What follows belongs to an exercise in optimizing a design on an open flow for small area; a production flow would make more cautious choices. Only simulation tests tie the RTL to the original design; equivalence was not proved. The clock port is modelled as an ideal driver; clocking choices that lean on that would not hold on a real chip. No activity file was given, so power comes from the tool's default toggle rates.

Setup of violet:
==> module counter, before the edit <==
module counter
#(parameter xLen = 64)
(input  clk,
 input  start,
 input  reset,
 input  [xLen-1 : 0] init_val,
 input  init,
 input  return_current_count,
 output [xLen-1 : 0] current_count,
 output [xLen-1 : 0] debug_out,
 output count_valid,
 output count_valid_fsm
 );
reg [xLen-1 : 0] cnt;
reg [xLen-1 : 0] held;
reg return_current_count_reg;
reg init_reg;
reg start_reg;
reg count_valid_fsm_reg;
reg cv_on;
reg [1:0] cv_ph;
reg [1:0] state, next_state;
localparam idle                = 2'b00;
localparam init_state          = 2'b01;
localparam count               = 2'b10;
localparam current_count_state = 2'b11;
localparam GROUP = 8;
wire [xLen-1:0] carry;
wire [xLen/GROUP:0] gc;
assign gc[0] = (state == count);
genvar gi, gj;
generate for (gi = 0; gi < xLen/GROUP; gi = gi + 1) begin : g_grp
    assign gc[gi+1] = gc[gi] & (&cnt[gi*GROUP +: GROUP]);
    assign carry[gi*GROUP] = gc[gi];
    for (gj = 1; gj < GROUP; gj = gj + 1) begin : g_rip
        assign carry[gi*GROUP+gj] = carry[gi*GROUP+gj-1] & cnt[gi*GROUP+gj-1];
    end
end endgenerate
wire capture = (state == idle) && init && !start_reg;
assign current_count = held;
assign count_valid = cv_on;
assign count_valid_fsm = count_valid_fsm_reg;
always @(*) begin
    next_state = state;
    case (state)
        idle                : if (start_reg) next_state = count;
                              else if (init_reg) next_state = init_state;
        count               : if (return_current_count_reg) next_state = current_count_state;
        current_count_state : next_state = count;
        init_state          : next_state = idle;
    endcase
end
wire cv_start = (state == count) && return_current_count_reg;
wire cv_free = cv_on ? (cv_ph == 2'b11) : (cv_ph == 2'b00);
always @(posedge clk, posedge reset) begin
    if (reset) state <= idle;
    else state <= next_state;
end
always @(posedge clk) begin
    if (reset) begin
        init_reg <= 1'b0;
        start_reg <= 1'b0;
        count_valid_fsm_reg <= 1'b0;
        cv_on <= 1'b0;
        cv_ph <= 2'b00;
    end else begin
        if (state == idle) begin
            if (init) init_reg <= 1'b1; else start_reg <= start;
        end
        if (state == init_state) init_reg <= 1'b0;
        count_valid_fsm_reg <= (state == current_count_state);
        if (cv_free) begin
            cv_on <= 1'b0;
            cv_ph <= {1'b0, cv_start};
        end else begin
            cv_on <= 1'b1;
            cv_ph <= cv_on ? cv_ph + 1'b1 : 2'b00;
        end
    end
end
always @(posedge clk)
    return_current_count_reg <= (state == count) && return_current_count;
wire take_init = capture && !reset;
wire take_sum = !capture && !reset;
wire [xLen-1:0] cnt_next;
wire held_load = state[0] && !reset;
wire held_keep = !state[0] && !reset;
wire [xLen-1:0] held_next;
genvar bi;
generate for (bi = 0; bi < xLen; bi = bi + 1) begin : g_bit
    and_or u_next (.a(init_val[bi]), .sa(take_init), .b(cnt[bi] ^ carry[bi]), .sb(take_sum), .y(cnt_next[bi]));
    and_or u_held (.a(cnt[bi]), .sa(held_load), .b(held[bi]), .sb(held_keep), .y(held_next[bi]));
    and_or u_out (.a(cnt[bi]), .sa(state[1]), .b(held[bi]), .sb(!state[1]), .y(debug_out[bi]));
end endgenerate
always @(posedge clk)
    cnt <= cnt_next;
always @(posedge clk)
    held <= held_next;
endmodule
clock: 4.0 ns
lec_check: 0
cap_margin: 20
core_margin: 2
core_utilization: 40
slew_margin: 20
synth_hierarchical: 1
synth_minimum_keep_size: 0
standard.sh (not shown) runs the stock make flow with config.mk's settings and CLKGATE_MAP_FILE= SYNTH_SCRIPT=/design/flow/synth_recipe.tcl, a recipe that flattens the netlist after the stock synthesis.
==> flow/flow/run.sh <==
#!/bin/bash
# Standard ORFS layout with the smallest buffer on the ports, a small clock
# tree (clkbuf_4, no dummy loads), and the slowest leaf clock buffers
# upsized after CTS.
export BUFFER_PORTS_ARGS="-buffer_cell sky130_fd_sc_hd__buf_1"
export CTS_ARGS="-sink_clustering_enable -repair_clock_nets -dont_use_dummy_load -buf_list sky130_fd_sc_hd__clkbuf_4 -sink_clustering_size 30 -sink_clustering_max_diameter 60"
export POST_CTS_TCL="$PWD/flow/post_cts.tcl"
export CLK_SLEW_SWAP=0.108
bash standard.sh > standard.log 2>&1
==> flow/flow/post_cts.tcl <==
set_propagated_clock [all_clocks]
estimate_parasitics -placement
set swapped 0
foreach inst [get_cells clkbuf_*] {
  if {[get_property $inst ref_name] ne "sky130_fd_sc_hd__clkbuf_4"} { continue }
  set out [get_pins -of_objects $inst -filter "direction==output"]
  set worst 0.0
  foreach pin [get_pins -of_objects [get_nets -of_objects $out] -filter "direction==input"] {
    if {[get_property $pin lib_pin_name] ne "CLK"} { continue }
    foreach a {max min} { foreach e {rise fall} {
      set s [get_property $pin slew_${a}_$e]
      if {[string is double -strict $s] && $s > $worst} { set worst $s }
    } }
  }
  puts "post_cts: [get_full_name $inst] worst clock-pin slew $worst"
  if {$worst > $::env(CLK_SLEW_SWAP)} {
    replace_cell $inst sky130_fd_sc_hd__clkbuf_8
    incr swapped
  }
}
puts "post_cts: swapped $swapped leaf clock buffers"
if {$swapped} {
  detailed_placement
  check_placement -verbose
}
Per the final summary, violet finished and its layout is clean on timing, DRC and antenna.
Here is what was changed in the inputs of xenon compared with violet.
--- a/flow/design.v
+++ b/flow/design.v
@@ -50,11 +50,11 @@
         init_state          : next_state = idle;
     endcase
 end
 wire cv_start = (state == count) && return_current_count_reg;
 wire cv_free = cv_on ? (cv_ph == 2'b11) : (cv_ph == 2'b00);
-always @(posedge clk, posedge reset) begin
+always @(posedge clk) begin
     if (reset) state <= idle;
     else state <= next_state;
 end
 always @(posedge clk) begin
     if (reset) begin
### Flow results
- As of xenon, core footprint had fallen slightly compared to violet.
- The overall die height on violet is in line with that on xenon.
- Going from violet to xenon, highest cell delay on the worst timing path climbed 0.03 ns, count of TritonRoute iterations in the first routing pass dropped 1.
- Re remaining design rule violation count: no difference whatsoever between xenon and violet.
- On fraction of area in non-clock buffers, violet tracks xenon almost exactly.
- The fraction of standard cell area that is sequential of violet and that of xenon are within noise of each other.
- For number of placed instances with taps included, xenon and violet come out practically identical.
- Total chip power: xenon vs violet down 0.00081 W
- Comparing xenon with violet, the final cell utilization of the core came out essentially unchanged.
- Of xenon and violet, the run reporting the higher pin count of the biggest net entering global routing was xenon.
- xenon and violet ended up with nearly the same post-synthesis average cell area.

re-timing with driven ports:
The flow's constraints put no driver on any port. The routed layouts listed below were extracted and timed again, unchanged, in two steps.
Step 1 sets driving cells, clkbuf_16 on the clock port and buf_2 on the other inputs (assumed; they add their load-dependent delay and slew).
Step 2 times the ports against the registers' clock, not the clock port: input delays grow and output delays shrink by t, the midpoint of the rising clock arrivals with the driver on.
Slacks: ideal / step 1 / step 2; pairs: ideal / step 1.
run | t (ns) | setup WS [ns] | hold slack, ns | worst register clock-pin slew, ns | worst slew at a driven data input, ns
violet | 0.558 | 0.874 / 0.873 / 0.873 | 0.412 / 0.403 / 0.471 | 0.11 / 0.11 | 0.06
xenon | 0.570 | 0.971 / 0.971 / 0.971 | 0.451 / 0.440 / 0.477 | 0.10 / 0.10 | 0.06
After both steps setup and hold are still met in every run listed. The setup slack of violet, which loses most, moves by -0.001 ns with the drivers and by -0.001 ns with both steps.
